What follows belongs to an exercise in optimizing a design on an open flow for small area, a short achievable clock period and few clock cycles per item; a production flow would make more cautious choices. At most, simulation tests tie the RTL to the original design; equivalence was not proved. Function not checked in runs 1 to 3: the RTL went through the layout flow alone. No activity file was given, so power comes from the tool's default toggle rates.

[design/flow/config.mk]
export PLATFORM = sky130hd
export DESIGN_NAME = prng
export DESIGN_NICKNAME = prng
export VERILOG_FILES = /design/flow/design.v
export SDC_FILE = /design/flow/constraint.sdc
export NUM_CORES = 8
export LEC_CHECK = 0
export CAP_MARGIN = 20
export CORE_MARGIN = 2
export CORE_UTILIZATION = 40
export SLEW_MARGIN = 70
[design/flow/constraint.sdc]
create_clock -name core_clock -period 9.0 [get_ports {clk}]
set_input_delay 1.8000 -clock core_clock [delete_from_list [all_inputs] [get_ports {clk}]]
set_output_delay 1.8000 -clock core_clock [all_outputs]
set_load 0.01 [all_outputs]
[design/flow/design.v]
`timescale 1ns / 1ps
module prng (
	input clk,     
	input rst,   
	input [31:0] seed,
	input start,
	input cont,
	output reg done,
	output [31:0] rand_num
);
localparam B  = 5;                 
localparam NB = (31 + B - 1) / B;  
reg [30:0] acc;    
reg  [2:0] cnt;    
reg  [3:0] en;     
wire busy = en[0];
assign rand_num = {1'b0, acc};
wire [30:0] en_bits = {{7{en[3]}}, {8{en[2]}}, {8{en[1]}}, {8{en[0]}}};
wire [30:0] b = ~{acc[2:0], acc[30:3]} & en_bits;
wire [30:0] g = acc & b;    
wire [30:0] p = acc ^ b;    
localparam LB = $clog2(B);
wire [30:0] lg [0:LB];
wire [30:0] lp [0:LB];
wire [30:0] gl = lg[LB];
wire [30:0] pl = lp[LB];
assign lg[0] = g;
assign lp[0] = p;
wire [NB-1:0] bg, bp;
wire [30:0] c;
genvar i, j, k;
generate
	for (k = 0; k < LB; k = k + 1) begin : local_level
		for (i = 0; i < 31; i = i + 1) begin : local_bit
			localparam LO = i - i % B;
			localparam OFF = i % B;
			localparam J = LO + (OFF & ~((2 << k) - 1)) + (1 << k) - 1;
			if ((OFF >> k) & 1) begin : merge
				assign lg[k+1][i] = lg[k][i] | lp[k][i] & lg[k][J];
				assign lp[k+1][i] = lp[k][i] & lp[k][J];
			end else begin : pass
				assign lg[k+1][i] = lg[k][i];
				assign lp[k+1][i] = lp[k][i];
			end
		end
	end
	for (j = 0; j < NB; j = j + 1) begin : block_gp
		localparam TOP = (j * B + B - 1 > 30) ? 30 : j * B + B - 1;
		assign bg[j] = gl[TOP];
		assign bp[j] = pl[TOP];
	end
endgenerate
localparam L = $clog2(NB);
wire [NB-1:0] cg [0:L];
wire [NB-1:0] cp [0:L];
assign cg[0] = bg;
assign cp[0] = bp;
generate
	for (k = 0; k < L; k = k + 1) begin : ring_level
		for (j = 0; j < NB; j = j + 1) begin : ring_block
			localparam J2 = (j + NB - (1 << k) % NB) % NB;
			assign cg[k+1][j] = cg[k][j] | cp[k][j] & cg[k][J2];
			assign cp[k+1][j] = cp[k][j] & cp[k][J2];
		end
	end
	for (i = 0; i < 31; i = i + 1) begin : carry
		localparam BI = i / B;
		localparam BPREV = (BI + NB - 1) % NB;
		if (i % B == 0) begin : first
			assign c[i] = cg[L][BPREV];
		end else begin : next
			assign c[i] = gl[i-1] | pl[i-1] & cg[L][BPREV];
		end
	end
endgenerate
wire [30:0] x = (busy || done) ? p : {seed[15:0], seed[30:16]};
always @(posedge clk)
	acc <= x ^ c;
always @(posedge clk) begin
	if (rst) begin
		en   <= 4'd0;
		done <= 1'b0;
		cnt  <= 3'd0;
	end else if (busy) begin
		cnt <= cnt + 3'd1;
		if (cnt == 3'd4)        en[0] <= 1'b0;
		if (cnt[2])             en[1] <= 1'b0;
		if (cnt[2] && !cnt[1])  en[2] <= 1'b0;
		if (cnt[2] && !cnt[0])  en[3] <= 1'b0;
		if (cnt == 3'd4)        done  <= 1'b1;
	end else if (done) begin
		if (!start) done <= 1'b0;
	end else if (start) begin
		en  <= 4'hf;
		cnt <= 3'd0;
	end
end
endmodule
[design/flow/flow/run.sh]
#!/bin/bash
# The standard layout, with the port buffers made of plain buffers
# (sky130_fd_sc_hd__buf_1) instead of the cell buffer_ports picks by itself.
set -euo pipefail
export BUFFER_PORTS_ARGS="-buffer_cell sky130_fd_sc_hd__buf_1"

bash standard.sh > standard.log 2>&1
[design/flow/standard.sh]
#!/bin/bash
# synth_recipe.tcl (not shown) runs the flow's synth.tcl, then flattens the netlist and writes it again
# the make line also repeats each setting of config.mk as NAME=value (left out here)
make -C /OpenROAD-flow-scripts/flow DESIGN_CONFIG=/design/flow/config.mk WORK_HOME=/design/flow/orfs CLKGATE_MAP_FILE= SYNTH_SCRIPT=/design/flow/synth_recipe.tcl "${@:-finish}"
==> summary.md, run 1 <==
| Metric | Value |
|---|---|
| Status | `finished clean` |
| Mapped Nets | `approximately 440` |
| Final WS setup | `roughly 6000 ps` |
| DRT antenna net count | `0` |
| H-tree depth | `2` |
| Grt total ovfl | `0` |
| Insertion delay to the later sink of the worst-skew pair | `300 ps` |
| Skew final | `about 4.3 ps` |
| CP arrival | `3230 ps` |
| Min Clock Period, post-route | `about 3000 ps` |
| WHS Path Cells | `2` |
| HPWL after detailed placement | `~6300 um` |
| Synth Instances | `between 300 and 400` |
| Final Cycle Share | `0.339` |
| Buffers & Inverters on Critical Path | `0` |
| Initial antenna violation count | `0` |
| Initial Utilization | `0.414` |
| Fin nets | `505` |
| Core area | `~8000 um^2` |
| EDFF count, synth | `0` |
| Clock root buffer | `clkbuf_8` |
| Area Growth Syn to Fin | `15.2%` |
| GPL Wtd Cong | `around 0.82` |
| Most frequent cells in the layout | `65 x buf_1, 38 x dfxtp_1, 33 x ha_1, 32 x nor2b_1, 31 x a21oi_1` |
| Num CTS Buffers | `5` |
| Die Y | `93.6 um` |
| Hold-critical path endpoint | `cnt[2]$_SDFFE_PP0P_` |
| Vias in the first global route | `roughly 2,900` |
| Synth warn | `1` |
| RSZ-0062 raised after global routing | `no` |
| Hold violation count in the final report | `0` |
| Setup crit end kind | `register` |
| Post-CTS Hold Buffers | `0` |
| FF-to-FF Start | `en[3]$_SDFFE_PP0P_` |
| Ports | `69` |
| Final non-filler cell area | `~3700 um^2` |
| Final Setup Violations | `0` |
| Routed vias/inst | `around 5.4` |
| Largest net degree at the start of global routing | `19` |
| Slowest CP cell | `a211oi_2` |
| Share of layout cells above drive strength 1 | `0.0984` |
| Chip Width | `about 94 um` |
| Die ar. | `8770 um^2` |
| 1st-pass router iterations | `4` |
| CP startpoint kind | `register` |
| Worst Hold Launch | `cnt[2]$_SDFFE_PP0P_` |
| Crit Path Max Fanout | `8` |
| Synth Cell Area | `around 3200 um^2` |
| Worst hold path class | `register to register` |
| Crit path cell chain | `nor2b_1, ha_1, nand3_1, nor2_2, o211ai_1, a21oi_1, o21ai_1, a211oi_2, nor2_1, o311ai_1` |
| Port Buffers | `65` |
| Reg-to-reg critical path endpoint | `acc[28]$_DFF_P_` |
| Synthesis-stage register bit count | `39` |
| Post-CTS resize count | `0` |
| Power Total | `about 1.1 mW` |
| CP Data Required Time | `9180 ps` |
| Dpl ws | `between 5000 and 6000 ps` |
| FFs w/ async S/R, synth | `0` |
| Static Leak | `1.55 nW` |
| Number of max-cap violations | `0` |
| Routed vias | `roughly 2,900` |
| Routed len/inst | `approximately 15 um` |
| Crit path largest cell delay | `between 400 and 500 ps` |
| Post-synth cell types | `63` |
| Initial DRC count | `80` |
| Top FF cell, synth | `dfxtp_1` |
| Clock Path Buffers | `2` |
| Cell family with most CP delay | `compound AO/OA/AOI/OAI gates` |
| Placed inst area | `approximately 3600 um^2` |
| Worst R2R Setup Slack | `slightly below 6000 ps` |
| Global-route wire length before repair | `around 13,000 um` |
| N_diodes | `0` |
| Maximum VDD drop | `roughly 0.13 mV` |
| Seq/Total Area, Yosys | `0.243` |
| Setup TNS | `0 ps` |
| Most common cell after layout, fill and taps aside | `buf_1` |
| Worst-path clk slew | `~80 ps` |
| DRC | `0` |
| Syn avg cell area | `around 8.7 um^2` |
| Drt total wl | `7910 um` |
| Crit Path Category | `register to register` |
| PD cells | `about 300 nW/um^2` |
| Total track usage | `0.186` |
| Slew Limit Fails | `0` |
| CTS tree | `done` |
| Post-CTS setup buffers | `0` |
| Reg2reg path depth | `10` |
| CTS sink count | `39` |
| Peak Freq | `approximately 0.33 GHz` |
| Row cnt | `32` |
==> tightest hold or removal path, delay by kind of cell (launching register included) <==
family,cells,cell delay (ps)
AO/OA/AOI/OAI,2,140
flip-flops,1,330
==> synth_stat cells (4+ instances only) <==
library cell | number | area (um^2)
nor3_1 | 10 | 50.1
or2_2 | 4 | 25.0
dfxtp_1 | 39 | 781
xnor2_1 | 8 | 70.1
a31oi_1 | 4 | 25.0
a21o_1 | 5 | 37.5
nor2_1 | 16 | 60.1
ha_1 | 33 | 413
mux2_2 | 4 | 45.0
nand3_1 | 9 | 45.0
o21ai_1 | 4 | 20.0
and3_1 | 4 | 25.0
o211ai_1 | 4 | 30.0
a21oi_1 | 31 | 155
inv_1 | 10 | 37.5
mux2i_1 | 30 | 300
nand2_1 | 16 | 60.1
xor2_1 | 16 | 140
o21bai_1 | 5 | 37.5
a211oi_1 | 6 | 45.0
nor2b_1 | 32 | 200
o21ai_0 | 15 | 75.1
==> flip-flops by register name, indices dropped and copies added (netlist names) <==
name	flops
cnt	3
acc	31
en	4
done	1
==> per-layer routing <==
metal / vias up / routed length [um] / global-route usage
met2: 56 / 3640 / 0.307
li1: 1509 / - / -
met3: 13 / 316 / 0.0346
met4: 0 / 149 / 0.0628
met1: 1337 / 3800 / 0.246
met5: - / 0 / 0
==> worst max-delay path by stage <==
| stage | from | to | slack, ps | cells past startpoint |
|---|---|---|---|---|
| after floorplan | seed[25] | acc[9]$_DFF_P_ | 6120 | 4 |
| after global placement | en[0]$_SDFF_PP0_ | acc[14]$_DFF_P_ | 5880 | 9 |
| after detailed placement | seed[25] | acc[9]$_DFF_P_ | 5950 | 5 |
| after CTS | en[3]$_SDFFE_PP0P_ | acc[28]$_DFF_P_ | 5960 | 10 |
| after global routing | en[3]$_SDFFE_PP0P_ | acc[28]$_DFF_P_ | 5710 | 10 |
| final | en[3]$_SDFFE_PP0P_ | acc[28]$_DFF_P_ | 5950 | 10 |
==> stage by stage <==
| stage | hold WS, ps | cells | util |
|---|---|---|---|
| 2_1_floorplan | 471 | 369 | - |
| 3_3_place_gp | 488 | 529 | 0.459 |
| 3_5_place_dp | 510 | 531 | 0.463 |
| 4_1_cts | 520 | 539 | 0.474 |
| 5_1_grt | 542 | 539 | 0.477 |
| 6_report | 518 | 539 | 0.477 |
==> final cells by class <==
| type | instances | area, um^2 |
|---|---|---|
| flip-flops and latches | 39 | 782 |
| well taps | 102 | 128 |
| clock buffers | 5 | 68.8 |
| multi-input cells | 312 | 2400 |
| inverters | 10 | 37.5 |
| fillers | 835 | 4070 |
| clock inverters | 3 | 15.0 |
| repair buffers | 68 | 267 |
==> logic make-up after synthesis <==
logic type / synth area share
flops: 0.243
fa+ha+maj: 0.129
xor+xnor: 0.0654
mux: 0.107
compound gates: 0.232
buf+inv: 0.0234
simple gates: 0.199
other cells: 0.00117
==> report_power, final <==
part	internal [mW]	switching, mW	total (mW)
combinational	0.284	0.398	0.682
sequential	0.251	0.0733	0.324
clock	0.0532	0.0671	0.120
==> run 2: changes to the inputs <==
--- a/design/flow/design.v
+++ b/design/flow/design.v
@@ -8,7 +8,7 @@
 	output reg done,
 	output [31:0] rand_num
 );
-localparam B  = 5;                 
+localparam B  = 6;                 
 localparam NB = (31 + B - 1) / B;  
 reg [30:0] acc;    
 reg  [2:0] cnt;    
==> run 2 against run 1 <==
Against the previous run: still clean; critical path type unchanged; register-to-register slack improved by 30 ps; maximum frequency rose by 1.0%; flip-flop and latch count did not move; via count fell by 6.9%; synthesized area fell by 4.9%; clock skew fell by 0.57 ps; sequential power rose by 1%; largest power group unchanged; global-route usage fell by 0.98 points.
==> summary.md, run 2 <==
| Metric | Value |
|---|---|
| Status | `finished clean` |
| Setup crit end kind | `register` |
| Maximum VDD drop | `0.161 mV (+19%)` |
| Largest net degree at the start of global routing | `19 (unchanged)` |
| Cell family with most CP delay | `compound AO/OA/AOI/OAI gates` |
| Buffers & Inverters on Critical Path | `0 (unchanged)` |
| Hold violation count in the final report | `0 (unchanged)` |
| Min Clock Period, post-route | `3020 ps (-30.1 ps)` |
| Area fraction of the dominant cell type after synthesis | `0.256 (+0.0126)` |
| Final Setup Violations | `0 (unchanged)` |
| Initial DRC count | `89 (+11%)` |
| CP arrival | `3200 ps (-30 ps)` |
| Skew final | `3.75 ps (-0.574 ps)` |
| Cell taking the most area after synthesis | `dfxtp_1` |
| Area Growth Syn to Fin | `17.2%` |
| H-tree depth | `2 (unchanged)` |
| WHS Path Cells | `2 (unchanged)` |
| Clk pwr share | `0.120 (+0.013)` |
| Crit path cell chain | `nor2b_1, ha_1, and3_1, a2111o_1, a21oi_2, o21bai_2, a221oi_4, o21bai_4, mux2i_1, a2111oi_1` |
| Count leader, synth | `dfxtp_1` |
| Regs by FF count | `acc: 31 flops, en: 4 flops, cnt: 3 flops` |
| Peak Freq | `0.331 GHz (+1.0%)` |
| Core area | `7330 um^2 (-5.6%)` |
| Most frequent cells in the layout | `65 x buf_1, 38 x dfxtp_1, 33 x ha_1, 32 x nor2b_1, 29 x mux2i_1` |
| Post-CTS Hold Buffers | `0 (unchanged)` |
| Synth Cell Area | `3050 um^2 (-4.9%)` |
| Post-synth cell types | `59 (-6.3%)` |
| RSZ-0062 raised after global routing | `no` |
| Setup crit start | `en[3]$_SDFFE_PP0P_` |
| Row cnt | `31 (-3.1%)` |
| Most common cell after layout, fill and taps aside | `buf_1` |
| Share of layout cells above drive strength 1 | `0.0850 (-0.0134)` |
| Logic pwr share | `0.586 (-0.019)` |
| Synthesis-stage register bit count | `39 (unchanged)` |
| WL met1 | `3590 um (-5.6%)` |
| CTS sink count | `39 (unchanged)` |
| Drt total wl | `7230 um (-8.5%)` |
| GPL Wtd Cong | `0.804 (-1.8%)` |
| Reg-to-reg critical path endpoint | `acc[29]$_DFF_P_` |
| Grt total ovfl | `0 (unchanged)` |
| Static Leak | `1.57 nW (+1.7%)` |
| CP startpoint kind | `register` |
| DRC | `0 (unchanged)` |
| Num CTS Buffers | `5 (unchanged)` |
| Worst hold path class | `register to register` |
| Fin nets | `480 (-5.0%)` |
| Flop pwr share | `0.294 (+0.006)` |
| CP Data Required Time | `9180 ps (about the same)` |
| Sw Share | `0.463 (-0.0146)` |
| Routed len/inst | `14.2 um (-3.5%)` |
| CTS tree | `done` |
| Routed vias/inst | `5.31 (-1.8%)` |
| Total track usage | `0.177 (-0.00981)` |
| Port Buffers | `65 (unchanged)` |
| FFs w/ async S/R, synth | `0 (unchanged)` |
| Crit Path Max Fanout | `9 (+1)` |
| Power Total | `1.12 mW (-0.99%)` |
| Worst-path clk slew | `80 ps (about the same)` |
| Synth top cells by count | `39 x dfxtp_1, 33 x ha_1, 32 x nor2b_1, 29 x mux2i_1, 23 x a21oi_1` |
| Number of max-cap violations | `0 (unchanged)` |
| Worst R2R Setup Slack | `5980 ps (+30 ps)` |
| Routed vias | `2,714 (-6.9%)` |
| Synth Instances | `343 (-7.0%)` |
| EDFF count, synth | `0 (unchanged)` |
| Insertion delay to the later sink of the worst-skew pair | `290 ps (about the same)` |
| Ports | `69 (unchanged)` |
| Most flops, register | `acc` |
| P_sw | `0.517 mW (-4.0%)` |
| Slowest CP cell | `dfxtp_1` |
| Vias in the first global route | `2,644 (-9.1%)` |
| Top FF cell, synth | `dfxtp_1` |
| Clock Path Buffers | `2 (unchanged)` |
| Chip Width | `91.4 um (-2.4%)` |
| Reg2reg path depth | `10 (unchanged)` |
| Clock root buffer | `clkbuf_8` |
| Initial Utilization | `0.417 (+0.00296)` |
| Die Y | `91.4 um (-2.4%)` |
| N_diodes | `0 (unchanged)` |
| Global-route wire length before repair | `12,100 um (-8.7%)` |
| FF-to-FF Start | `en[3]$_SDFFE_PP0P_` |
| Max reg flops | `31 (unchanged)` |
| Setup TNS | `0 ps (unchanged)` |
| HPWL after detailed placement | `5690 um (-9.2%)` |
| P_int | `0.599 mW (+1.8%)` |
| Mapped Nets | `412 (-5.9%)` |
| 1st-pass router iterations | `4 (unchanged)` |
| Die ar. | `8350 um^2 (-4.7%)` |
| Final Cycle Share | `0.335 (-0.00334)` |
| Initial antenna violation count | `0 (unchanged)` |
| Top cells by area, synth | `dfxtp_1 26%, ha_1 14%, mux2i_1 9.5%` |
| Worst Hold Launch | `cnt[2]$_SDFFE_PP0P_` |
| DRT antenna net count | `0 (unchanged)` |
| Routed wl met3 | `248 um (-22%)` |
| Slew Limit Fails | `0 (unchanged)` |
| Highest Signal Layer | `met4` |
| PD cells | `312 nW/um^2 (+2.4%)` |
| Seq/Total Area, Yosys | `0.256 (+0.0126)` |
| Met2 wire len | `3290 um (-9.7%)` |
| Post-CTS resize count | `0 (unchanged)` |
| Syn avg cell area | `8.90 um^2 (+2.3%)` |
| Synth warn | `1 (unchanged)` |
| Post-CTS setup buffers | `0 (unchanged)` |
| Hold-critical path endpoint | `cnt[2]$_SDFFE_PP0P_` |
| Crit path largest cell delay | `450 ps (+30 ps)` |
| Crit Path Category | `register to register` |
run 2: worst reg2reg max path: stages (launching register included):
cell	delay, ps
dfxtp_1	450
nor2b_1	170
ha_1	320
and3_1	210
a2111o_1	420
a21oi_2	210
o21bai_2	120
a221oi_4	350
o21bai_4	170
mux2i_1	140
a2111oi_1	360
run 2: kinds of logic after synthesis:
kind of cell | count (synthesis) | synth area share
buffers and inverters | 16 | 0.0238
flip-flops | 39 | 0.256
AO/OA/AOI/OAI | 79 | 0.189
other | 1 | 0.00123
multiplexers | 33 | 0.110
AND/OR/NAND/NOR | 115 | 0.208
XOR/XNOR | 27 | 0.0774
adder cells (fa/ha/maj) | 33 | 0.135
run 2: worst max path at each step:
stage / cells after the start / to
floorplan: 12 / acc[29]$_DFF_P_
global placement: 10 / acc[29]$_DFF_P_
global route: 10 / acc[29]$_DFF_P_
finish: 10 / acc[29]$_DFF_P_
CTS: 10 / acc[29]$_DFF_P_
detailed placement: 10 / acc[29]$_DFF_P_
run 2: final cells by class:
type | count | area, um^2
Multi-Input combinational cell | 288 | 2270
Clock buffer | 8 | 100
Sequential cell | 39 | 782
Inverter | 8 | 30.0
Fill cell | 744 | 3750
Tap cell | 99 | 124
Timing Repair Buffer | 69 | 272
run 2: metrics by stage:
| stage | area [um^2] | setup WS [ps] | hold WS (ps) | std cells | util |
|---|---|---|---|---|---|
| 5_1_grt | 3580 | 5790 | 558 | 511 | 0.488 |
| 3_3_place_gp | 3390 | 5700 | 494 | 500 | 0.463 |
| 6_report | 3580 | 5980 | 510 | 511 | 0.488 |
| 2_1_floorplan | 3050 | 5970 | 471 | 343 | - |
| 4_1_cts | 3530 | 5820 | 511 | 510 | 0.482 |
| 3_5_place_dp | 3430 | 5850 | 498 | 502 | 0.468 |
run 2: power by group through the flow:
| stage | Combinational [mW] | Clock [mW] | Sequential [mW] |
|---|---|---|---|
| finish | 0.654 | 0.134 | 0.328 |
| global route | 0.735 | 0.144 | 0.340 |
| detailed placement | 0.634 | 0 | 0.333 |
| global placement | 0.616 | 0 | 0.331 |
| floorplan | 0.452 | 0 | 0.341 |
| CTS | 0.638 | 0.138 | 0.329 |
run 2: layer usage:
layer,vias up,track usage
met3,7,0.0332
met4,0,0.0492
li1,1412,-
met1,1245,0.232
met2,50,0.295
met5,-,0
==> run 3: changes to the inputs <==
--- a/design/flow/design.v
+++ b/design/flow/design.v
@@ -8,7 +8,7 @@
 	output reg done,
 	output [31:0] rand_num
 );
-localparam B  = 6;                 
+localparam B  = 8;                 
 localparam NB = (31 + B - 1) / B;  
 reg [30:0] acc;    
 reg  [2:0] cnt;    
==> run 3 against run 2 <==
Against the previous run: largest cell class unchanged; register-to-register slack improved by 30 ps; clock-buffer cell count did not move; flip-flop and latch count did not move; cell area fell by 5.6%; sequential share of layout area rose by 1.3 points; clock skew fell by 1.2 ps; still clean; setup slack improved by 28 ps.
==> summary.md, run 3 <==
| Metric | Value |
|---|---|
| Core area | `6910 um^2 (-5.8%)` |
| Share of layout cells above drive strength 1 | `0.0611 (-0.0239)` |
| Min Clock Period, post-route | `2990 ps (-28.0 ps)` |
| Final Cycle Share | `0.332 (-0.00311)` |
| RSZ-0062 raised after global routing | `no` |
| Row cnt | `30 (-3.2%)` |
| Slew Limit Fails | `0 (unchanged)` |
| Synth warn | `1 (unchanged)` |
| Post-CTS setup buffers | `0 (unchanged)` |
| Fin nets | `461 (-4.0%)` |
| WHS Path Cells | `2 (unchanged)` |
| Post-synth cell types | `47 (-20%)` |
| Num CTS Buffers | `5 (unchanged)` |
| Final Core Density | `0.489 (+0.000821)` |
| Mapped Nets | `392 (-4.9%)` |
| Total track usage | `0.177 (+0.000235)` |
| Die ar. | `7920 um^2 (-5.1%)` |
| Worst hold path class | `register to register` |
| Synth Cell Area | `2890 um^2 (-5.3%)` |
| Number of max-cap violations | `0 (unchanged)` |
| Global-route wire length before repair | `11,100 um (-8.3%)` |
| CTS sink count | `39 (unchanged)` |
| Final Setup Violations | `0 (unchanged)` |
| Logic pwr share | `0.571 (-0.015)` |
| Flop pwr share | `0.303 (+0.009)` |
| Worst-path clk slew | `80 ps (about the same)` |
| Crit Path Max Fanout | `9 (unchanged)` |
| Count leader, synth | `dfxtp_1` |
| Worst R2R Setup Slack | `6010 ps (+30 ps)` |
| Skew final | `2.52 ps (-1.23 ps)` |
| Grt total ovfl | `0 (unchanged)` |
| Area Growth Syn to Fin | `16.8%` |
| Clk pwr share | `0.125 (+0.005)` |
| Ports | `69 (unchanged)` |
| Initial Utilization | `0.419 (+0.00204)` |
| N_diodes | `0 (unchanged)` |
| Syn avg cell area | `8.95 um^2 (+0.54%)` |
| Routed vias | `2,551 (-6.0%)` |
| Most common cell after layout, fill and taps aside | `buf_1` |
| CP Data Required Time | `9180 ps (about the same)` |
| CP arrival | `3170 ps (-30 ps)` |
| Setup TNS | `0 ps (unchanged)` |
| Routed len/inst | `13.9 um (-1.7%)` |
| H-tree depth | `2 (unchanged)` |
| CTS tree | `done` |
| Most flops, register | `acc` |
| Static Leak | `1.48 nW (-5.9%)` |
| Synth Instances | `323 (-5.8%)` |
| Top FF cell, synth | `dfxtp_1` |
| Fill count | `706 (-5.1%)` |
| EDFF count, synth | `0 (unchanged)` |
| Reg2reg path depth | `10 (unchanged)` |
| Clock root buffer | `clkbuf_8` |
| Vias in the first global route | `2,550 (-3.6%)` |
| Initial DRC count | `34 (-62%)` |
| Drt total wl | `6800 um (-6.0%)` |
| Regs by FF count | `acc: 31 flops, en: 4 flops, cnt: 3 flops` |
| Crit Path Category | `register to register` |
| Largest net degree at the start of global routing | `21 (+2)` |
| Sw Share | `0.453 (-0.0101)` |
| Port Buffers | `65 (unchanged)` |
| DRT antenna net count | `0 (unchanged)` |
| Routed vias/inst | `5.22 (-1.8%)` |
| DRC | `0 (unchanged)` |
| Setup crit end kind | `register` |
| P_sw | `0.489 mW (-5.3%)` |
| Die Y | `89.0 um (-2.6%)` |
| Initial antenna violation count | `0 (unchanged)` |
| Post-CTS resize count | `0 (unchanged)` |
| Synth top cells by count | `39 x dfxtp_1, 33 x ha_1, 32 x a21oi_1, 32 x mux2i_1, 31 x nor2b_1` |
| CP startpoint kind | `register` |
| Top cells by area, synth | `dfxtp_1 27%, ha_1 14%, mux2i_1 11%` |
| FFs w/ async S/R, synth | `0 (unchanged)` |
| Clock Path Buffers | `2 (unchanged)` |
| Seq/Total Area, Yosys | `0.270 (+0.0144)` |
| GPL Wtd Cong | `0.840 (+4.4%)` |
| Synthesis-stage register bit count | `39 (unchanged)` |
| Insertion delay to the later sink of the worst-skew pair | `290 ps (about the same)` |
| Status | `finished clean` |
| Post-CTS Hold Buffers | `0 (unchanged)` |
| Chip Width | `89.0 um (-2.6%)` |
| Area fraction of the dominant cell type after synthesis | `0.270 (+0.0144)` |
| P_int | `0.591 mW (-1.3%)` |
| HPWL after detailed placement | `5380 um (-5.5%)` |
| Peak Freq | `0.335 GHz (+0.94%)` |
| 1st-pass router iterations | `4 (unchanged)` |
| Cell taking the most area after synthesis | `dfxtp_1` |
| Hold violation count in the final report | `0 (unchanged)` |
| Max reg flops | `31 (unchanged)` |
| Maximum VDD drop | `0.153 mV (-5.0%)` |
| Most frequent cells in the layout | `66 x buf_1, 38 x dfxtp_1, 33 x ha_1, 32 x mux2i_1, 32 x a21oi_1` |
| PD cells | `320 nW/um^2 (+2.6%)` |
run 3: changes by cell type after synthesis, sizes merged, moves of 4 or more:
cell / previous run / this run
xnor2: 11 / 19
a21oi: 25 / 32
nor3: 15 / 8
nor2: 17 / 11
a21o: 5 / 9
buf: 6 / 2
mux2: 4 / 0
xor2: 16 / 12
run 3: final cells by class:
class                      instances  area, um^2  share of cell area
clock buffer                       8         100              0.0296
inverter                           8        30.0             0.00889
multi-input combinational        269        2080               0.615
sequential                        39         782               0.231
tap                               96         120              0.0356
timing repair buffer              69         268              0.0793
run 3: logic make-up after synthesis:
group / share of synthesized area
muxes: 0.111
adders and majority gates: 0.143
DFF: 0.270
AOI/OAI and AO/OA: 0.189
buffers and inverters: 0.0208
and+or+nand+nor: 0.172
other: 0.00130
xor gates and xnor gates: 0.0939
run 3: final timing paths:
| path | end | from |
|---|---|---|
| hold / removal | cnt[2]$_SDFFE_PP0P_ | cnt[2]$_SDFFE_PP0P_ |
| hold reg to reg | cnt[2]$_SDFFE_PP0P_ | cnt[2]$_SDFFE_PP0P_ |
| setup reg to reg | acc[14]$_DFF_P_ | en[1]$_SDFFE_PP0P_ |
| setup / recovery | acc[14]$_DFF_P_ | en[1]$_SDFFE_PP0P_ |
run 3: worst max-delay path, cell delays in order (launching register included):
cell and delay [ps]:
dfxtp_1 470, nor2b_1 200, ha_1 300, and3_4 210, and2_4 150, a221o_1 390
a221oi_2 370, o21ai_2 130, a2111oi_2 380, nor3_1 120, xnor2_1 140
run 3: stage by stage:
stage	cell area (um^2)	total power [mW]	worst slack, ps	hold slack, ps	cells
final	3380	1.08	6010	522	489
after global routing	3380	1.18	5780	568	489
after CTS	3370	1.09	5880	519	488
after detailed placement	3270	0.948	5930	504	480
after global placement	3240	0.930	5830	496	478
after floorplan	2890	0.776	6140	478	323
run 3: metal layers:
metal,up-vias,global-route usage,part of all wire
met3,4,0.0342,0.049
met5,-,0,0
met2,55,0.307,0.47
li1,1325,-,-
met4,0,0.0638,0.0074
met1,1167,0.218,0.47
run 3: power by group through the flow:
stage / Clock (mW) / Combinational, mW / Sequential, mW
finish: 0.135 / 0.617 / 0.328
global route: 0.147 / 0.699 / 0.339
CTS: 0.139 / 0.618 / 0.329
detailed placement: 0 / 0.614 / 0.333
global placement: 0 / 0.598 / 0.332
floorplan: 0 / 0.430 / 0.346
==> run 4: changes to the inputs <==
--- a/design/flow/design.v
+++ b/design/flow/design.v
@@ -8,7 +8,7 @@
 	output reg done,
 	output [31:0] rand_num
 );
-localparam B  = 8;                 
+localparam B  = 4;                 
 localparam NB = (31 + B - 1) / B;  
 reg [30:0] acc;    
 reg  [2:0] cnt;    
@@ -19,7 +19,7 @@
 wire [30:0] b = ~{acc[2:0], acc[30:3]} & en_bits;
 wire [30:0] g = acc & b;    
 wire [30:0] p = acc ^ b;    
-localparam LB = $clog2(B);
+localparam LB = (B > 8) ? 4 : (B > 4) ? 3 : (B > 2) ? 2 : (B > 1) ? 1 : 0;   
 wire [30:0] lg [0:LB];
 wire [30:0] lp [0:LB];
 wire [30:0] gl = lg[LB];
@@ -50,7 +50,7 @@
 		assign bp[j] = pl[TOP];
 	end
 endgenerate
-localparam L = $clog2(NB);
+localparam L = (NB > 16) ? 5 : (NB > 8) ? 4 : (NB > 4) ? 3 : (NB > 2) ? 2 : 1;   
 wire [NB-1:0] cg [0:L];
 wire [NB-1:0] cp [0:L];
 assign cg[0] = bg;
==> run 4 against run 3 <==
Against the previous run: wire length is 9.2% higher; hold slack worse by 15 ps; register-to-register slack improved by 360 ps; clock power is 16% higher; global-route usage is 0.22 points higher; non-clock buffer count decreased by 2.
==> summary.md, run 4 <==
| Metric | Value |
|---|---|
| Status | `finished clean` |
| DRT antenna net count | `0 (unchanged)` |
| HPWL after detailed placement | `5820 um (+8.1%)` |
| CP Depth | `1 (-9)` |
| Final Cycle Share | `0.298 (-0.0345)` |
| Peak Freq | `0.373 GHz (+12%)` |
| Skew final | `1.82 ps (-0.707 ps)` |
| Port Buffers | `65 (unchanged)` |
| Worst hold path class | `register to register` |
| Core area | `7610 um^2 (+10%)` |
| Regs by FF count | `acc: 31 flops, en: 4 flops, cnt: 3 flops` |
| Chip Width | `92.1 um (+3.5%)` |
| Worst hold slack | `507 ps (-15.4 ps)` |
| Static Leak | `1.49 nW (+0.75%)` |
| Mapped Nets | `422 (+7.7%)` |
| Reg-to-reg critical path endpoint | `acc[11]$_DFF_P_` |
| Fin nets | `488 (+5.9%)` |
| Post-CTS setup buffers | `0 (unchanged)` |
| Top FF cell, synth | `dfxtp_1` |
| GRT busiest layer | `met2` |
| Final Setup Violations | `0 (unchanged)` |
| Seq/Total Area, Yosys | `0.251 (-0.0188)` |
| H-tree depth | `2 (unchanged)` |
| Worst R2R Setup Slack | `6370 ps (+360 ps)` |
| Post-CTS Hold Buffers | `0 (unchanged)` |
| Num CTS Buffers | `5 (unchanged)` |
| Clock Path Buffers | `2 (unchanged)` |
| Setup TNS | `0 ps (unchanged)` |
| Routed vias | `2,814 (+10%)` |
| 1st-pass router iterations | `4 (unchanged)` |
| CP startpoint kind | `register` |
| Number of max-cap violations | `0 (unchanged)` |
| Drt total wl | `7430 um (+9.2%)` |
| Routed len/inst | `14.2 um (+2.3%)` |
| CP Data Required Time | `7200 ps (-1980 ps)` |
| Max reg flops | `31 (unchanged)` |
| Share of layout cells above drive strength 1 | `0.0881 (+0.0270)` |
| Global-route wire length before repair | `12,400 um (+11%)` |
| EDFF count, synth | `0 (unchanged)` |
| Crit Path Max Fanout | `4 (-5)` |
| PD cells | `317 nW/um^2 (-0.76%)` |
| Initial DRC count | `63 (+85%)` |
| Ports | `69 (unchanged)` |
| WHS Path Cells | `2 (unchanged)` |
| Synthesis-stage register bit count | `39 (unchanged)` |
| Slowest CP cell | `dfxtp_1` |
| Top cells by area, synth | `dfxtp_1 25%, ha_1 13%, mux2i_1 9.0%` |
| Crit Path Category | `register to primary output` |
| Initial antenna violation count | `0 (unchanged)` |
| M3 GR Usage | `0.0362 (+0.00199)` |
| Insertion delay to the later sink of the worst-skew pair | `290 ps (about the same)` |
| GR Layer Usage met2 | `0.295 (-0.0120)` |
| Crit path largest cell delay | `420 ps (-50 ps)` |
| Largest net degree at the start of global routing | `33 (+57%)` |
| FF-to-FF Start | `en[0]$_SDFF_PP0_` |
| Routed vias/inst | `5.39 (+3.3%)` |
| Synth Instances | `353 (+9.3%)` |
| Reg2reg path depth | `8 (-2)` |
| FFs w/ async S/R, synth | `0 (unchanged)` |
| Maximum VDD drop | `0.115 mV (-25%)` |
| Initial Utilization | `0.409 (-0.0101)` |
| N_diodes | `0 (unchanged)` |
| Area fraction of the dominant cell type after synthesis | `0.251 (-0.0188)` |
| Hold violation count in the final report | `0 (unchanged)` |
| CP arrival | `880 ps (-2290 ps)` |
| Hold-critical path endpoint | `cnt[2]$_SDFFE_PP0P_` |
| GPL Wtd Cong | `0.860 (+2.5%)` |
| Met1 Use GR | `0.238 (+0.0200)` |
| Cell taking the most area after synthesis | `dfxtp_1` |
| Syn avg cell area | `8.80 um^2 (-1.6%)` |
| Crit path cell chain | `buf_1` |
| Total track usage | `0.179 (+0.00223)` |
| Min Clock Period, post-route | `2680 ps (-310 ps)` |
| Row cnt | `32 (+6.7%)` |
| CTS sink count | `39 (unchanged)` |
| Post-CTS resize count | `0 (unchanged)` |
| Die Y | `92.1 um (+3.5%)` |
| Count leader, synth | `dfxtp_1` |
| Setup crit end kind | `primary output` |
| Synth Cell Area | `3110 um^2 (+7.5%)` |
| Die ar. | `8490 um^2 (+7.1%)` |
| Vias in the first global route | `2,641 (+3.6%)` |
| Most flops, register | `acc` |
| Synth top cells by count | `39 x dfxtp_1, 33 x a21oi_1, 33 x ha_1, 32 x nor2b_1, 28 x mux2i_1` |
| Buffers & Inverters on Critical Path | `1 (+1)` |
| Cell family with most CP delay | `flip-flops` |
| Most common cell after layout, fill and taps aside | `buf_1` |
| Worst-path clk slew | `80 ps (about the same)` |
| DRC | `0 (unchanged)` |
| RSZ-0062 raised after global routing | `no` |
| Area Growth Syn to Fin | `15.8%` |
| CTS tree | `done` |
| Most frequent cells in the layout | `65 x buf_1, 38 x dfxtp_1, 33 x a21oi_1, 33 x ha_1, 32 x nor2b_1` |
| Grt total ovfl | `0 (unchanged)` |
| Slew Limit Fails | `0 (unchanged)` |
| Synth warn | `1 (unchanged)` |
| Clock root buffer | `clkbuf_8` |
| Worst Hold Launch | `cnt[2]$_SDFFE_PP0P_` |
| Post-synth cell types | `54 (+15%)` |
-- run 4: cell count changes in the layout (fill, tap and decap cells not counted), sizes merged, moves of 4 or more --
cell,previous run,this run
mux2i,32,28
nor2,11,18
a31oi,0,4
a21o,9,3
xor2,12,17
o21ai,13,19
and2,1,7
mux2,0,5
xnor2,19,9
-- run 4: cells by family (layout without fill, tap and decap cells) --
kind of cell / after synthesis / in the layout / synth area share
buf+inv: 18 / 85 / 0.0258
xor+xnor: 26 / 26 / 0.0733
fa+ha+maj: 33 / 33 / 0.133
other cells: 1 / 1 / 0.00121
mux: 33 / 33 / 0.108
simple gates: 110 / 110 / 0.197
flops: 39 / 39 / 0.251
compound gates: 93 / 93 / 0.210
-- run 4: power breakdown --
| part | switching, mW | internal (mW) |
|---|---|---|
| Combinational | 0.385 | 0.273 |
| Sequential | 0.0758 | 0.252 |
| Clock | 0.0661 | 0.0898 |
-- run 4: how the worst max path moves through the flow --
stage	startpoint	to	slack, ps
global placement	seed[4]	acc[19]$_DFF_P_	6100
global route	en[0]$_SDFF_PP0_	acc[23]$_DFF_P_	6090
floorplan	seed[12]	acc[27]$_DFF_P_	6240
CTS	en[0]$_SDFF_PP0_	acc[11]$_DFF_P_	6280
detailed placement	seed[4]	acc[19]$_DFF_P_	6090
finish	done$_SDFFE_PP0P_	done	6320
-- run 4: area by class of cell --
type,instances,area [um^2]
timing repair buffer,67,260
inverter,10,37.5
clock buffer,6,82.6
fill,811,4010
clock inverter,2,35.0
multi-input combinational,296,2270
sequential,39,782
tap,102,128
-- run 4: stage by stage --
step / std cells / util / setup slack (ps) / power, mW / instance area, um^2
global placement: 513 / 0.454 / 6100 / 0.968 / 3450
detailed placement: 513 / 0.456 / 6090 / 0.986 / 3470
floorplan: 353 / - / 6240 / 0.804 / 3110
global route: 522 / 0.473 / 6090 / 1.25 / 3600
finish: 522 / 0.473 / 6320 / 1.14 / 3600
CTS: 521 / 0.472 / 6280 / 1.15 / 3590
-- run 4: metal layers --
layer	part of all wire	vias to the layer above
met2	0.46	62
li1	-	1441
met3	0.047	8
met5	0	-
met4	0.013	0
met1	0.48	1303
Testbench counts of run 4, summed over its fixed seeds: cycles 18,432, items 2,048.
==> run 5: changes to the inputs <==
--- a/design/flow/design.v
+++ b/design/flow/design.v
@@ -12,11 +12,11 @@
 localparam NB = (31 + B - 1) / B;  
 reg [30:0] acc;    
 reg  [2:0] cnt;    
-reg  [3:0] en;     
-wire busy = en[0];
+reg  [3:0] nen;    
+wire busy = !nen[0];
 assign rand_num = {1'b0, acc};
-wire [30:0] en_bits = {{7{en[3]}}, {8{en[2]}}, {8{en[1]}}, {8{en[0]}}};
-wire [30:0] b = ~{acc[2:0], acc[30:3]} & en_bits;
+wire [30:0] nen_bits = {{7{nen[3]}}, {8{nen[2]}}, {8{nen[1]}}, {8{nen[0]}}};
+wire [30:0] b = ~({acc[2:0], acc[30:3]} | nen_bits);
 wire [30:0] g = acc & b;    
 wire [30:0] p = acc ^ b;    
 localparam LB = (B > 8) ? 4 : (B > 4) ? 3 : (B > 2) ? 2 : (B > 1) ? 1 : 0;   
@@ -78,20 +78,20 @@
 	acc <= x ^ c;
 always @(posedge clk) begin
 	if (rst) begin
-		en   <= 4'd0;
+		nen  <= 4'hf;
 		done <= 1'b0;
 		cnt  <= 3'd0;
 	end else if (busy) begin
 		cnt <= cnt + 3'd1;
-		if (cnt == 3'd4)        en[0] <= 1'b0;
-		if (cnt[2])             en[1] <= 1'b0;
-		if (cnt[2] && !cnt[1])  en[2] <= 1'b0;
-		if (cnt[2] && !cnt[0])  en[3] <= 1'b0;
+		if (cnt == 3'd4)        nen[0] <= 1'b1;
+		if (cnt[2])             nen[1] <= 1'b1;
+		if (cnt[2] && !cnt[1])  nen[2] <= 1'b1;
+		if (cnt[2] && !cnt[0])  nen[3] <= 1'b1;
 		if (cnt == 3'd4)        done  <= 1'b1;
 	end else if (done) begin
 		if (!start) done <= 1'b0;
 	end else if (start) begin
-		en  <= 4'hf;
+		nen <= 4'd0;
 		cnt <= 3'd0;
 	end
 end
==> run 5 against run 4 <==
Against the previous run: global-route usage grew 0.52 points; hold slack lost 5.1 ps; synthesized cell count grew 3.4%; cell area shrank 4.7%; wire length shrank 0.38%; die area shrank 3.2%; synthesized area shrank 3.3%; power shrank 3.5%; utilization is essentially flat.
==> summary.md, run 5 <==
| Metric | Value |
|---|---|
| Synth warn | `1 (unchanged)` |
| PD cells | `321 nW/um^2 (+1.2%)` |
| Global-route wire length before repair | `12,400 um (-0.50%)` |
| RSZ-0062 raised after global routing | `no` |
| Hold violation count in the final report | `0 (unchanged)` |
| Met1 Use GR | `0.249 (+0.0114)` |
| Seq/Total Area, Yosys | `0.260 (+0.00868)` |
| Most common cell after layout, fill and taps aside | `buf_1` |
| GR Layer Usage met2 | `0.294 (-0.00119)` |
| GPL Wtd Cong | `0.873 (+1.5%)` |
| Fin nets | `497 (+1.8%)` |
| Number of max-cap violations | `0 (unchanged)` |
| Post-CTS Hold Buffers | `0 (unchanged)` |
| Initial antenna violation count | `0 (unchanged)` |
| Fill count | `753 (-7.2%)` |
| Area Growth Syn to Fin | `14.2%` |
| Ports | `69 (unchanged)` |
| Post-CTS resize count | `0 (unchanged)` |
| Crit Path Max Fanout | `3 (-1)` |
| Maximum VDD drop | `0.149 mV (+30%)` |
| WHS Path Cells | `2 (unchanged)` |
| Syn avg cell area | `8.23 um^2 (-6.5%)` |
| Cell taking the most area after synthesis | `dfxtp_1` |
| Num CTS Buffers | `5 (unchanged)` |
| Mapped Nets | `434 (+2.8%)` |
| Final WS setup | `6320 ps (-3.48 ps)` |
| M3 GR Usage | `0.0292 (-0.00694)` |
| Crit path largest cell delay | `410 ps (about the same)` |
| Total track usage | `0.184 (+0.00519)` |
| CP Data Required Time | `7200 ps (about the same)` |
| Most frequent cells in the layout | `65 x buf_1, 56 x nor2_1, 38 x dfxtp_1, 35 x a21oi_1, 33 x ha_1` |
| Initial Utilization | `0.414 (+0.00563)` |
| GRT busiest layer | `met2` |
| Min Clock Period, post-route | `2680 ps (+3.48 ps)` |
| Top cells by area, synth | `dfxtp_1 26%, ha_1 14%, mux2i_1 7.7%` |
| Setup TNS | `0 ps (unchanged)` |
| Mux share of post-synthesis cell area | `0.0841 (-0.0242)` |
| Clock root buffer | `clkbuf_8` |
| Regs by FF count | `acc: 31 flops, nen: 4 flops, cnt: 3 flops` |
| Synth Instances | `365 (+3.4%)` |
| Peak Freq | `0.373 GHz (-0.13%)` |
| Synthesis-stage register bit count | `39 (unchanged)` |
| CP arrival | `880 ps (about the same)` |
| H-tree depth | `2 (unchanged)` |
| Post-CTS setup buffers | `0 (unchanged)` |
| Core area | `7250 um^2 (-4.7%)` |
| Buffers & Inverters on Critical Path | `1 (unchanged)` |
| Synth Cell Area | `3000 um^2 (-3.3%)` |
| Final Cycle Share | `0.298 (+0.000387)` |
| Top FF cell, synth | `dfxtp_1` |
| Chip Width | `90.7 um (-1.6%)` |
| FFs w/ async S/R, synth | `0 (unchanged)` |
| 1st-pass router iterations | `4 (unchanged)` |
| Post-Synth Simple-Gate Area | `0.187 (-0.0103)` |
| Die ar. | `8220 um^2 (-3.2%)` |
| Share of layout cells above drive strength 1 | `0.0676 (-0.0205)` |
| Post-synthesis compound-gate area fraction | `0.210 (about the same)` |
| Largest net degree at the start of global routing | `39 (+18%)` |
| DRC | `0 (unchanged)` |
| Count leader, synth | `nor2_1` |
| Most flops, register | `acc` |
| Area fraction of the dominant cell type after synthesis | `0.260 (+0.00868)` |
| Routed vias/inst | `5.24 (-2.8%)` |
| Worst hold path class | `register to register` |
| Routed vias | `2,768 (-1.6%)` |
| Slowest CP cell | `dfxtp_1` |
| Main combinational cell family by area after synthesis | `compound AO/OA/AOI/OAI gates` |
| Clock Path Buffers | `2 (unchanged)` |
| Static Leak | `1.43 nW (-3.9%)` |
| Crit path cell chain | `buf_1` |
| Post-synth cell types | `52 (-3.7%)` |
| N_diodes | `0 (unchanged)` |
| DRT antenna net count | `0 (unchanged)` |
| Port Buffers | `65 (unchanged)` |
| CTS sink count | `39 (unchanged)` |
| Adder-cell share of the synthesized area | `0.137 (+0.00459)` |
| Synth top cells by count | `57 x nor2_1, 39 x dfxtp_1, 35 x a21oi_1, 33 x ha_1, 23 x mux2i_1` |
| Status | `finished clean` |
| Row cnt | `31 (-3.1%)` |
| CTS tree | `done` |
| Vias in the first global route | `2,634 (-0.27%)` |
| CP Depth | `1 (unchanged)` |
| Xor/xnor share of the synthesized area | `0.0845 (+0.0113)` |
| Skew final | `6.76 ps (+4.95 ps)` |
| CP startpoint kind | `register` |
| Grt total ovfl | `0 (unchanged)` |
| Insertion delay to the later sink of the worst-skew pair | `300 ps (about the same)` |
| Slew Limit Fails | `0 (unchanged)` |
| Routed len/inst | `14.0 um (-1.5%)` |
| Final Setup Violations | `0 (unchanged)` |
| Worst-path clk slew | `90 ps (about the same)` |
| EDFF count, synth | `0 (unchanged)` |
| Setup crit end kind | `primary output` |
| HPWL after detailed placement | `5850 um (+0.44%)` |
| Crit Path Category | `register to primary output` |
| Dpl ws | `6110 ps (+19.0 ps)` |
| Reg2reg path depth | `10 (+2)` |
| Cell family with most CP delay | `flip-flops` |
| Max reg flops | `31 (unchanged)` |
| Die Y | `90.7 um (-1.6%)` |
| Drt total wl | `7400 um (-0.38%)` |
| Initial DRC count | `144 (+130%)` |
[run 5: cell count changes after synthesis, sizes merged, moves of 5 or more]
cell	change
mux2i	-5
nand2	+6
nor2	+39
nor2b	-31
xnor2	+6
[run 5: power breakdown]
group	leakage [nW]	switching, mW	internal, mW	total, mW
Sequential	0.327	0.0763	0.253	0.329
Combinational	1.07	0.381	0.268	0.649
Clock	0.0402	0.0703	0.0540	0.124
[run 5: worst paths after layout]
path | end | slack (ps) | from
setup / recovery | rand_num[24] | 6320 | acc[24]$_DFF_P_
hold / removal | cnt[1]$_SDFFE_PP0P_ | 500 | cnt[1]$_SDFFE_PP0P_
setup reg to reg | acc[22]$_DFF_P_ | 6370 | nen[1]$_SDFFE_PP1P_
hold reg to reg | cnt[1]$_SDFFE_PP0P_ | 500 | cnt[1]$_SDFFE_PP0P_
[run 5: final cells by class]
cell class              instances  area (um^2)  area share
repair buffers                 68          264      0.0770
multi-input cells             304         2130       0.622
clock buffers                   5         68.8      0.0201
flip-flops and latches         39          782       0.228
inverters                      10         37.5      0.0109
well taps                      99          124      0.0361
clock inverters                 3         20.0     0.00584
[run 5: per-stage QoR]
step	power, mW	instance area [um^2]	hold WS (ps)	util	instances
6_report	1.10	3430	502	0.473	528
5_1_grt	1.21	3430	521	0.473	528
4_1_cts	1.11	3420	507	0.471	526
3_5_place_dp	0.976	3330	495	0.459	518
3_3_place_gp	0.958	3320	486	0.457	518
2_1_floorplan	0.805	3000	458	-	365
[run 5: logic make-up after synthesis]
group | Yosys count
buffers and inverters | 22
XOR/XNOR | 29
adder cells (fa/ha/maj) | 33
flip-flops | 39
multiplexers | 25
AND/OR/NAND/NOR | 121
AO/OA/AOI/OAI | 95
other | 1
[run 5: routing by layer]
| metal | share of wire | wire, um |
|---|---|---|
| met3 | 0.047 | 347 |
| met1 | 0.49 | 3630 |
| met2 | 0.45 | 3330 |
| met5 | 0 | 0 |
| met4 | 0.012 | 90 |
[run 5: worst min-delay path: stages, from the launching register on]
cell and delay, ps:
dfxtp_1 330, nand3_1 70, a21oi_1 60
Testbench counts of run 5, summed over its fixed seeds: cycles 18,432, items 2,048.
==> run 6: changes to the inputs <==
==> design/flow/flow/run.sh (replaced) <==
#!/bin/bash
# The standard layout with two changes:
#  - the port buffers are plain buffers (sky130_fd_sc_hd__buf_1) instead of the
#    cell buffer_ports picks by itself;
#  - in synthesis, ABC's technology mapping (&nf) may relax delay for area
#    (-R 100). Everything else in the synthesis, registers included, is as in
#    the standard flow.
set -euo pipefail
export BUFFER_PORTS_ARGS="-buffer_cell sky130_fd_sc_hd__buf_1"
cp -r "$FLOW_HOME/scripts" scripts
sed -i 's/^&nf$/\&nf -R 100/' scripts/abc_speed.script
export SCRIPTS_DIR="$PWD/scripts"
bash standard.sh > standard.log 2>&1
==> run 6 against run 5 <==
Against the previous run: setup slack lost 270 ps; highest routed layer unchanged; via count fell by 13%; clock skew up 1.8 ps; hold slack improved by 19 ps; synthesized area shrank 11%; power decreased by 7.5%; global-route usage is 0.81 points lower; sequential power is essentially flat; wire length decreased by 15%; flip-flop and latch count unchanged; critical endpoint is now acc[7]$_DFF_P_; utilization up 1.3 points.
==> summary.md, run 6 <==
| Metric | Value |
|---|---|
| Final Cycle Share | `0.328 (+0.0299)` |
| Fin nets | `447 (-10%)` |
| Mapped Nets | `380 (-12%)` |
| Initial Utilization | `0.418 (+0.00373)` |
| Syn avg cell area | `8.58 um^2 (+4.3%)` |
| Post-CTS resize count | `0 (unchanged)` |
| Global-route wire length before repair | `10,500 um (-15%)` |
| 1st-pass router iterations | `4 (unchanged)` |
| Vias in the first global route | `2,317 (-12%)` |
| CP arrival | `3190 ps (+2310 ps)` |
| Most common cell after layout, fill and taps aside | `buf_1` |
| Die ar. | `7340 um^2 (-11%)` |
| Cell taking the most area after synthesis | `dfxtp_1` |
| Peak Freq | `0.339 GHz (-9.1%)` |
| Chip Width | `85.7 um (-5.5%)` |
| Grt total ovfl | `0 (unchanged)` |
| Crit Path Category | `register to register` |
| Fill count | `649 (-14%)` |
| GPL Wtd Cong | `0.790 (-9.5%)` |
| Count leader, synth | `nor2_1` |
| DRC | `0 (unchanged)` |
| Final Setup Violations | `0 (unchanged)` |
| Seq/Total Area, Yosys | `0.293 (+0.0327)` |
| Port Buffers | `65 (unchanged)` |
| Min Clock Period, post-route | `2950 ps (+269 ps)` |
| DRT antenna net count | `0 (unchanged)` |
| CTS tree | `done` |
| Setup crit end kind | `register` |
| Drt total wl | `6250 um (-15%)` |
| Initial DRC count | `96 (-33%)` |
| Insertion delay to the later sink of the worst-skew pair | `300 ps (about the same)` |
| CP startpoint kind | `register` |
| Most frequent cells in the layout | `65 x buf_1, 44 x nor2_1, 38 x dfxtp_1, 33 x ha_1` |
| Area fraction of the dominant cell type after synthesis | `0.293 (+0.0327)` |
| CP Data Required Time | `9240 ps (+2040 ps)` |
| Maximum VDD drop | `0.139 mV (-6.6%)` |
| Synth Instances | `311 (-15%)` |
| Synthesis-stage register bit count | `39 (unchanged)` |
| Share of layout cells above drive strength 1 | `0.0449 (-0.0227)` |
| PD cells | `328 nW/um^2 (+2.2%)` |
| Setup TNS | `0 ps (unchanged)` |
| Power Total | `1.02 mW (-7.5%)` |
| EDFF count, synth | `0 (unchanged)` |
| CTS sink count | `39 (unchanged)` |
| Largest net degree at the start of global routing | `18 (-54%)` |
| Worst hold path class | `register to register` |
| Core area | `6390 um^2 (-12%)` |
| Status | `finished clean` |
| Synth Cell Area | `2670 um^2 (-11%)` |
| Clock Path Buffers | `2 (unchanged)` |
| Number of max-cap violations | `0 (unchanged)` |
| Area Growth Syn to Fin | `16.4%` |
| FFs w/ async S/R, synth | `0 (unchanged)` |
| Routed vias | `2,415 (-13%)` |
| Clock root buffer | `clkbuf_8` |
| Num CTS Buffers | `5 (unchanged)` |
| Ports | `69 (unchanged)` |
| Synth warn | `1 (unchanged)` |
| Crit Path Max Fanout | `9 (+6)` |
| Max reg flops | `31 (unchanged)` |
| Hold violation count in the final report | `0 (unchanged)` |
| Skew final | `8.56 ps (+1.80 ps)` |
| Sequential Area | `782 um^2 (unchanged)` |
| Worst-path clk slew | `90 ps (about the same)` |
| N_diodes | `0 (unchanged)` |
| HPWL after detailed placement | `5000 um (-14%)` |
| Row cnt | `29 (-6.5%)` |
| Die Y | `85.7 um (-5.5%)` |
| Static Leak | `1.49 nW (+3.8%)` |
| Top FF cell, synth | `dfxtp_1` |
| Routed vias/inst | `5.30 (+1.0%)` |
| Synth top cells by count | `46 x nor2_1, 39 x dfxtp_1, 33 x ha_1, 31 x a21oi_1, 31 x mux2i_1` |
| RSZ-0062 raised after global routing | `no` |
| Slew Limit Fails | `0 (unchanged)` |
| Post-CTS setup buffers | `0 (unchanged)` |
| H-tree depth | `2 (unchanged)` |
| Post-CTS Hold Buffers | `0 (unchanged)` |
| Total track usage | `0.176 (-0.00812)` |
| Most flops, register | `acc` |
| Post-synth cell types | `32 (-38%)` |
| Initial antenna violation count | `0 (unchanged)` |
| Area of the multi-input gates | `1840 um^2 (-14%)` |
| Top cells by area, synth | `dfxtp_1 29%, ha_1 15%, mux2i_1 12%` |
| Routed len/inst | `13.7 um (-2.1%)` |
| Regs by FF count | `acc: 31 flops, nen: 4 flops, cnt: 3 flops` |
## run 6: cell count changes after synthesis, moves of 6 or more
cell / delta
nor3_1: -6
mux2i_1: +8
xnor2_1: +7
and4_1: -6
a21o_1: +14
nor2_1: -11
## run 6: cell families (layout without fill, tap and decap cells)
kind of cell	count (synthesis)	in the layout	synth area share
adder cells (fa/ha/maj)	33	33	0.155
XOR/XNOR	31	31	0.102
AO/OA/AOI/OAI	77	77	0.177
AND/OR/NAND/NOR	85	85	0.135
buffers and inverters	14	82	0.0211
multiplexers	31	31	0.116
flip-flops	39	39	0.293
other	1	1	0.00141
## run 6: cell type report
type | instances | area share
Tap cell | 77 | 0.0310
Clock buffer | 5 | 0.0222
Sequential cell | 39 | 0.252
Inverter | 6 | 0.00725
Clock inverter | 3 | 0.00645
Timing Repair Buffer | 68 | 0.0882
Multi-Input combinational cell | 258 | 0.593
## run 6: power breakdown
| group | switching (mW) | leakage [nW] | internal, mW | total [mW] |
|---|---|---|---|---|
| registers | 0.0744 | 0.327 | 0.254 | 0.329 |
| clock network | 0.0684 | 0.0402 | 0.0540 | 0.122 |
| logic | 0.323 | 1.12 | 0.246 | 0.568 |
| total | 0.465 | 1.49 | 0.554 | 1.02 |
## run 6: path summary, 6_finish.rpt
path / cells after the start / slack, ps / endpoint / from
setup / recovery: 13 / 6050 / acc[7]$_DFF_P_ / nen[1]$_SDFFE_PP1P_
hold / removal: 2 / 520 / cnt[1]$_SDFFE_PP0P_ / cnt[1]$_SDFFE_PP0P_
setup reg to reg: 13 / 6050 / acc[7]$_DFF_P_ / nen[1]$_SDFFE_PP1P_
hold reg to reg: 2 / 520 / cnt[1]$_SDFFE_PP0P_ / cnt[1]$_SDFFE_PP0P_
## run 6: per-stage QoR
stage | instances | setup WS, ps | hold slack, ps | cell area [um^2] | util
2_1_floorplan | 311 | 6350 | 458 | 2670 | -
3_3_place_gp | 446 | 6080 | 487 | 2990 | 0.468
3_5_place_dp | 448 | 6070 | 497 | 3010 | 0.472
4_1_cts | 456 | 6040 | 509 | 3100 | 0.486
5_1_grt | 456 | 5770 | 557 | 3110 | 0.486
6_report | 456 | 6050 | 521 | 3110 | 0.486
## run 6: layer usage
metal	track usage	wire length, um	share of wire	vias to the layer above
met2	0.290	2760	0.44	67
li1	-	-	-	1234
met5	0	0	0	-
met4	0.0519	79	0.013	0
met3	0.0298	306	0.049	9
met1	0.238	3110	0.50	1105
## run 6: worst max-delay path: stages, from the launching register on
cell	delay, ps
dfxtp_1	510
nor2_1	100
ha_1	320
a21oi_1	140
nor2_1	70
a211oi_2	270
nor2_1	100
a211oi_1	240
o21ai_1	120
a41o_1	290
a21o_1	210
a21o_1	210
a21oi_2	150
xor2_1	140
==> run 7: changes to the inputs <==
==> design/flow/flow/run.sh (replaced) <==
#!/bin/bash
# The standard layout with two changes:
#  - the port buffers are plain buffers (sky130_fd_sc_hd__buf_1) instead of the
#    cell buffer_ports picks by itself;
#  - in synthesis, ABC's technology mapping (&nf) may relax delay for area
#    (-R 50). Everything else in the synthesis, registers included, is as in
#    the standard flow.
set -euo pipefail
export BUFFER_PORTS_ARGS="-buffer_cell sky130_fd_sc_hd__buf_1"
cp -r "$FLOW_HOME/scripts" scripts
sed -i 's/^&nf$/\&nf -R 50/' scripts/abc_speed.script
export SCRIPTS_DIR="$PWD/scripts"
bash standard.sh > standard.log 2>&1
==> run 7 against run 6 <==
Against the previous run: utilization fell by 1.5 points; critical path depth decreased by 1; final cell count is the same; combinational power rose by 5.5%; clock power decreased by 4%; clock-buffer cell count grew 2; critical endpoint unchanged; via count decreased by 0.54%; still clean; flip-flop and latch count is the same; clock skew decreased by 4.6 ps.
==> summary.md, run 7 <==
| Metric | Value |
|---|---|
| Status | `finished clean` |
| Fill count | `692 (+6.6%)` |
| H-tree depth | `2 (unchanged)` |
| Clock root buffer | `clkbuf_8` |
| Area Growth Syn to Fin | `15.4%` |
| Cell family with most CP delay | `compound AO/OA/AOI/OAI gates` |
| Port Buffers | `65 (unchanged)` |
| Ports | `69 (unchanged)` |
| PD cells | `332 nW/um^2 (+1.1%)` |
| Slowest CP cell | `dfxtp_1` |
| Row cnt | `30 (+3.4%)` |
| Most flops, register | `acc` |
| Share of layout cells above drive strength 1 | `0.0638 (+0.0190)` |
| Die ar. | `7490 um^2 (+2.1%)` |
| Syn avg cell area | `8.79 um^2 (+2.5%)` |
| Grt total ovfl | `0 (unchanged)` |
| FFs w/ async S/R, synth | `0 (unchanged)` |
| Routed len/inst | `13.9 um (+1.1%)` |
| Top cells by area, synth | `dfxtp_1 29%, ha_1 15%, mux2i_1 11%` |
| Setup crit start | `nen[1]$_SDFFE_PP1P_` |
| Num CTS Buffers | `5 (unchanged)` |
| Vias in the first global route | `2,406 (+3.8%)` |
| Clock Path Buffers | `2 (unchanged)` |
| Initial Utilization | `0.408 (-0.00986)` |
| Post-synth cell types | `43 (+34%)` |
| Post-CTS resize count | `0 (unchanged)` |
| Worst R2R Setup Slack | `6190 ps (+140 ps)` |
| Insertion delay to the later sink of the worst-skew pair | `290 ps (about the same)` |
| Synth Cell Area | `2730 um^2 (+2.2%)` |
| Final WS setup | `6190 ps (+138 ps)` |
| Slew Limit Fails | `0 (unchanged)` |
| Final Cycle Share | `0.313 (-0.0153)` |
| Core area | `6680 um^2 (+4.6%)` |
| Global-route wire length before repair | `10,600 um (+0.60%)` |
| Largest net degree at the start of global routing | `33 (+15)` |
| Crit Path Max Fanout | `9 (unchanged)` |
| Skew final | `3.94 ps (-4.62 ps)` |
| Final Setup Violations | `0 (unchanged)` |
| Die Y | `86.6 um (+1.0%)` |
| Mapped Nets | `379 (-0.26%)` |
| P_int | `0.564 mW (+1.7%)` |
| Fin nets | `444 (-0.67%)` |
| Post-CTS Hold Buffers | `0 (unchanged)` |
| Crit Path Category | `register to register` |
| CTS tree | `done` |
| Synth Instances | `310 (-0.32%)` |
| Worst-path clk slew | `80 ps (about the same)` |
| Buffers & Inverters on Critical Path | `0 (unchanged)` |
| Most common cell after layout, fill and taps aside | `buf_1` |
| Worst hold path class | `register to register` |
| Synthesis-stage register bit count | `39 (unchanged)` |
| Area fraction of the dominant cell type after synthesis | `0.286 (-0.00618)` |
| Post-CTS setup buffers | `0 (unchanged)` |
| Logic pwr share | `0.573 (+0.015)` |
| DRC | `0 (unchanged)` |
| Worst Hold Launch | `cnt[1]$_SDFFE_PP0P_` |
| CTS sink count | `39 (unchanged)` |
| HPWL after detailed placement | `5030 um (+0.55%)` |
| Setup crit end kind | `register` |
| Hold violation count in the final report | `0 (unchanged)` |
| Peak Freq | `0.355 GHz (+4.9%)` |
| Min Clock Period, post-route | `2810 ps (-138 ps)` |
| EDFF count, synth | `0 (unchanged)` |
| Initial antenna violation count | `0 (unchanged)` |
| Number of max-cap violations | `0 (unchanged)` |
| DRT antenna net count | `0 (unchanged)` |
| CP Data Required Time | `9220 ps (-20 ps)` |
| Top FF cell, synth | `dfxtp_1` |
| Dpl ws | `6200 ps (+128 ps)` |
| Clk pwr share | `0.112 (-0.008)` |
| Most frequent cells in the layout | `65 x buf_1, 38 x nor2_1, 38 x dfxtp_1, 33 x ha_1` |
| Cell taking the most area after synthesis | `dfxtp_1` |
| CP arrival | `3040 ps (-150 ps)` |
| RSZ-0062 raised after global routing | `no` |
| Chip Width | `86.6 um (+1.0%)` |
| Initial DRC count | `69 (-28%)` |
| N_diodes | `0 (unchanged)` |
| P_sw | `0.481 mW (+3.4%)` |
| Routed vias | `2,402 (-0.54%)` |
| Static Leak | `1.47 nW (-0.87%)` |
| Max reg flops | `31 (unchanged)` |
| CP startpoint kind | `register` |
| 1st-pass router iterations | `4 (unchanged)` |
| Synth warn | `1 (unchanged)` |
| Total track usage | `0.174 (-0.00201)` |
| Sw Share | `0.461 (+0.00415)` |
| FF-to-FF Start | `nen[1]$_SDFFE_PP1P_` |
| GPL Wtd Cong | `0.800 (+1.3%)` |
| Maximum VDD drop | `0.136 mV (-2.4%)` |
| Seq/Total Area, Yosys | `0.286 (-0.00618)` |
| Routed vias/inst | `5.27 (-0.54%)` |
| Setup TNS | `0 ps (unchanged)` |
| Drt total wl | `6320 um (+1.1%)` |
| Synth top cells by count | `39 x dfxtp_1, 39 x nor2_1, 33 x ha_1, 31 x a21oi_1, 31 x mux2i_1` |
| Crit path cell chain | `nor2_1, ha_1, a21oi_1, o21ai_1, a21oi_2, a21oi_1, or2_1, a41o_1, a21o_1, a21o_1, a21oi_2, xor2_1` |
| Regs by FF count | `acc: 31 flops, nen: 4 flops, cnt: 3 flops` |
| Crit path largest cell delay | `530 ps (+20 ps)` |
| Flop pwr share | `0.315 (-0.007)` |
## run 7: logic make-up after synthesis
family          share of synthesized area
mux                                 0.114
other cells                       0.00138
simple gates                        0.140
xor+xnor                           0.0996
fa+ha+maj                           0.151
flops                               0.286
compound gates                      0.185
buf+inv                            0.0220
## run 7: path summary, 6_finish.rpt
path | end | depth (start not counted)
max | acc[7]$_DFF_P_ | 12
min | cnt[1]$_SDFFE_PP0P_ | 2
max reg2reg | acc[7]$_DFF_P_ | 12
min reg2reg | cnt[1]$_SDFFE_PP0P_ | 2
## run 7: per-layer routing
layer | routed length, um | part of all wire | GRT usage
met3 | 276 | 0.044 | 0.0371
met5 | 0 | 0 | 0
met4 | 85 | 0.013 | 0.0483
met1 | 3010 | 0.48 | 0.230
met2 | 2950 | 0.47 | 0.287
## run 7: power groups by stage
stage               clock network [mW]  logic [mW]  registers [mW]
finish                           0.117       0.599           0.329
CTS                              0.121       0.601           0.331
global placement                     0       0.585           0.333
global route                     0.127       0.679           0.339
detailed placement                   0       0.599           0.335
floorplan                            0       0.423           0.347
## run 7: layout make-up
class | instances | area, um^2 | area share
multi-input combinational | 257 | 1910 | 0.606
sequential | 39 | 782 | 0.249
timing repair buffer | 66 | 255 | 0.0811
tap | 80 | 100 | 0.0318
clock buffer | 7 | 76.3 | 0.0243
inverter | 6 | 22.5 | 0.00716
clock inverter | 1 | 5.00 | 0.00159
## run 7: worst min-delay path, cell delays in order, from the launching register on
cell and delay [ps]:
dfxtp_1 330, nand3_1 70, a21oi_1 60
## run 7: per-stage QoR
step	std cells	util	hold slack [ps]	instance area, um^2	power, mW
global placement	448	0.456	479	3050	0.919
global route	456	0.471	534	3150	1.15
floorplan	310	-	458	2730	0.770
detailed placement	448	0.458	494	3060	0.933
finish	456	0.471	503	3150	1.04
CTS	456	0.470	507	3140	1.05

[port drivers added, routing unchanged]
No port has a modelled driver above. Below, the same layouts with a new extraction and two added sets of constraints.
Step 1: set_driving_cell puts a clkbuf_16 on clk and a buf_2 on each other input, an assumption about the parent block.
Step 2 adds t to the input delays and takes it off the output delays; t is the mean of the earliest and latest rising clock arrival at the registers after step 1. Input paths then give back, and output paths get back, about the clock's delay inside the block.
Three values: ideal ports, drivers, drivers and shift; two values: the first two.
run	t, ns	slack for setup (ns)	pins driven straight from the clock port
run 1	0.327	5.953 / 5.953 / 5.953	1
run 2	0.324	5.983 / 5.983 / 5.952	1
run 3	0.322	6.011 / 6.011 / 6.011	1
run 4	0.323	6.321 / 6.289 / 6.086	1
run 5	0.329	6.318 / 6.286 / 6.123	1
run 6	0.323	6.049 / 6.049 / 6.049	1
run 7	0.320	6.186 / 6.186 / 6.186	1
After both steps every run listed still meets setup and hold. For run 4, which loses most, drivers alone change the setup slack by -0.032 ns; drivers and shift together by -0.235 ns.
